This design comes from an exercise in tuning for small area, a short achievable clock period and few clock cycles on the open sky130 flow, not from production work.
In this exercise RTL edits were held to simulation tests only and were not proved equivalent to the original.

== try-nickel ==
Design Gcd, start of the top module:
module Gcd(
	input [15:0] d1,
	input [15:0] d2,
	input clk,
	input rst,
	input start,
	output ready,
	output [15:0] gcd,
	output finished_flag
);
For scale: about 690 cells after synthesis, roughly 3900 µm² of cells after synthesis.
Settings: LEC_CHECK=0, ABC_AREA=1, CAP_MARGIN=20, CORE_MARGIN=2, CORE_UTILIZATION=40, PLACE_DENSITY=0.6, SETUP_SLACK_MARGIN=1.2, SLEW_MARGIN=20; clock period 4.5 ns.
standard.sh (not shown) runs the stock make flow with config.mk's settings and CLKGATE_MAP_FILE= SYNTH_SCRIPT=/design/flow/synth_recipe.tcl, a recipe that flattens the netlist after the stock synthesis.
==> flow/flow/run.sh <==
#!/bin/bash
# Standard layout, except:
# - synthesis leaves the adder cells (fa/ha) to abc instead of mapping them
#   first (ADDER_MAP_FILE empty);
# - the port buffers are sky130_fd_sc_hd__buf_2 instead of the cell
#   buffer_ports picks by itself (clkdlybuf4s50_1).
set -euo pipefail
bash standard.sh ADDER_MAP_FILE= synth > synth.log 2>&1
bash standard.sh "BUFFER_PORTS_ARGS=-buffer_cell sky130_fd_sc_hd__buf_2" > layout.log 2>&1
Testbench counts of try-nickel, summed over its fixed seeds: cycles 21,896.
Edits applied to the flow inputs when going from try-nickel to try-juniper:
==> flow/flow/run.sh <==
#!/bin/bash
# Standard layout, except:
# - synthesis leaves the adder cells (fa/ha) to abc instead of mapping them
#   first (ADDER_MAP_FILE empty), and abc runs flow/abc.script: ORFS's area
#   script without its final upsize/dnsize passes (the layout's own repair
#   sizes the cells);
# - the port buffers are sky130_fd_sc_hd__buf_2 instead of the cell
#   buffer_ports picks by itself (clkdlybuf4s50_1).
set -euo pipefail
here=$PWD
cat > my_synth.tcl <<TCL
proc abc {args} {
  set i [lsearch -exact \$args -script]
  if {\$i >= 0} { lset args [expr {\$i + 1}] $here/flow/abc.script }
  puts "abc with script $here/flow/abc.script"
  yosys abc {*}\$args
}
TCL
cat synth_recipe.tcl >> my_synth.tcl
bash standard.sh ADDER_MAP_FILE= SYNTH_SCRIPT=$here/my_synth.tcl synth > synth.log 2>&1
bash standard.sh "BUFFER_PORTS_ARGS=-buffer_cell sky130_fd_sc_hd__buf_2" > layout.log 2>&1
==> flow/flow/abc.script (new file) <==
strash
dc2
dch
map -B 0.9
topo
stime -c
buffer -c
Notes after the runs:
Relative to try-nickel, try-juniper improves overall die area.
On try-juniper: maximum number of pins on one net before global-route repair is 3 lower than what try-nickel gave.
When the final numbers for try-juniper and try-nickel were put side by side, the average wire length per cell after detail routing turned out to be greater in try-juniper.
Vertical die dimension | try-juniper below try-nickel
When try-juniper is set beside try-nickel, its via count turns out to be 8.0% larger.
Here is what was changed in the inputs of try-xenon compared with try-juniper.
==> flow/flow/run.sh <==
#!/bin/bash
# Standard layout, except that synthesis leaves the adder cells (fa/ha) to
# abc instead of mapping them first (ADDER_MAP_FILE empty).
set -euo pipefail
bash standard.sh ADDER_MAP_FILE= synth > synth.log 2>&1
bash standard.sh > layout.log 2>&1
--- a/flow/config.mk
+++ b/flow/config.mk
@@ -10,5 +10,5 @@
 export CORE_MARGIN = 2
-export CORE_UTILIZATION = 40
-export PLACE_DENSITY = 0.6
-export SETUP_SLACK_MARGIN = 1.2
+export CORE_UTILIZATION = 55
+export PLACE_DENSITY = 0.7
+export SETUP_SLACK_MARGIN = 0.8
 export SLEW_MARGIN = 20
removed: flow/flow/abc.script
--- outcome ---
try-xenon ended with less area of the core region than try-juniper.
Going from try-juniper to try-xenon, number of gates resized after CTS dropped 12, slack of the critical path has decreased, routed wire length now sits lower.
Compound-gate portion of the synthesized area (try-xenon over try-juniper): decrease, 1.9 points
try-xenon gives less relative area change from synthesis to final layout than try-juniper did.
Relative to try-juniper, the transition time at the pin with the least slew margin of try-xenon is higher by 0.23 ns.
Edits applied to the flow inputs when going from try-xenon to try-yarrow:
==> flow/flow/run.sh <==
#!/bin/bash
# Standard layout, except:
# - synthesis leaves the adder cells (fa/ha) to abc instead of mapping them
#   first (ADDER_MAP_FILE empty);
# - the port buffers are sky130_fd_sc_hd__buf_1 instead of the cell
#   buffer_ports picks by itself (clkdlybuf4s50_1).
set -euo pipefail
bash standard.sh ADDER_MAP_FILE= synth > synth.log 2>&1
bash standard.sh "BUFFER_PORTS_ARGS=-buffer_cell sky130_fd_sc_hd__buf_1" > layout.log 2>&1
--- a/flow/config.mk
+++ b/flow/config.mk
@@ -10,5 +10,5 @@
 export CORE_MARGIN = 2
-export CORE_UTILIZATION = 55
-export PLACE_DENSITY = 0.7
-export SETUP_SLACK_MARGIN = 0.8
+export CORE_UTILIZATION = 40
+export PLACE_DENSITY = 0.6
+export SETUP_SLACK_MARGIN = 1.2
 export SLEW_MARGIN = 20
try-yarrow: no failed stages, no open violations at the end. Taking try-xenon as the reference, in try-yarrow setup slack went up by 0.38 ns, total of clock buffers placed in the layout went down by 3, clock-pin slew on the worst setup and hold paths was more or less identical. The final reports for try-yarrow and try-xenon show final critical path time including I/O delays and setup lower in the former. Per the comparison of try-yarrow with try-xenon, post-route clock period utilization went down 8.4 points, global placer's final weighted congestion went up about 1%, area enclosed by the die boundary went up 2800 µm².
The inputs of try-harbor differ from those of try-yarrow as listed below.
==> flow/flow/run.sh <==
#!/bin/bash
# Standard layout, except that synthesis leaves the adder cells (fa/ha) to
# abc instead of mapping them first (ADDER_MAP_FILE empty).
set -euo pipefail
bash standard.sh ADDER_MAP_FILE= synth > synth.log 2>&1
bash standard.sh > layout.log 2>&1
--- a/flow/config.mk
+++ b/flow/config.mk
@@ -12,3 +12,3 @@
 export PLACE_DENSITY = 0.6
-export SETUP_SLACK_MARGIN = 1.2
+export SETUP_SLACK_MARGIN = 2.0
 export SLEW_MARGIN = 20
[summary]
- try-harbor: full flow OK, the timing, design-rule and antenna checks passed
- try-harbor vs try-yarrow — routed wire length rose 4.5 mm.
- Against try-yarrow, try-harbor comes in about 170% higher on non-clock buffer count.
- Relative area change from synthesis to final layout was higher in try-harbor than in try-yarrow.
- Setup WNS try-yarrow -> try-harbor: better
- try-yarrow has lower total number of cells along the worst setup path than try-harbor.
- Cell area | try-harbor vs try-yarrow | try-harbor larger
- Re flip-flop and latch count after synthesis: no difference whatsoever between try-yarrow and try-harbor.

## separate check: timing with driven ports
How much do the figures lean on ideal ports? The routed layouts below were timed once more, with nothing changed but the port constraints.
Step 1: set_driving_cell puts a clkbuf_16 on clk and a buf_2 on each other input, an assumption about the parent block.
Step 2 times the ports against the registers' clock, not the clock port: input delays grow and output delays shrink by t, the midpoint of the rising clock arrivals with the driver on.
Slacks: ideal ports / drivers / drivers and shift; pairs: ideal ports / drivers.
run	t, ns	setup slack, ns	worst setup path after step 2	worst data-port slew with drivers (ns)	pins driven straight from the clock port
try-nickel	0.324	1.333 / 1.303 / 1.483	register to register	0.05	1
try-juniper	0.332	1.340 / 1.340 / 1.340	register to register	0.05	1
try-xenon	0.317	0.982 / 0.956 / 1.273	register to output	0.04	1
try-yarrow	0.325	1.361 / 1.331 / 1.383	register to register	0.04	1
try-harbor	0.336	1.631 / 1.597 / 1.653	register to register	0.04	1
After both steps every run listed still meets setup and hold.
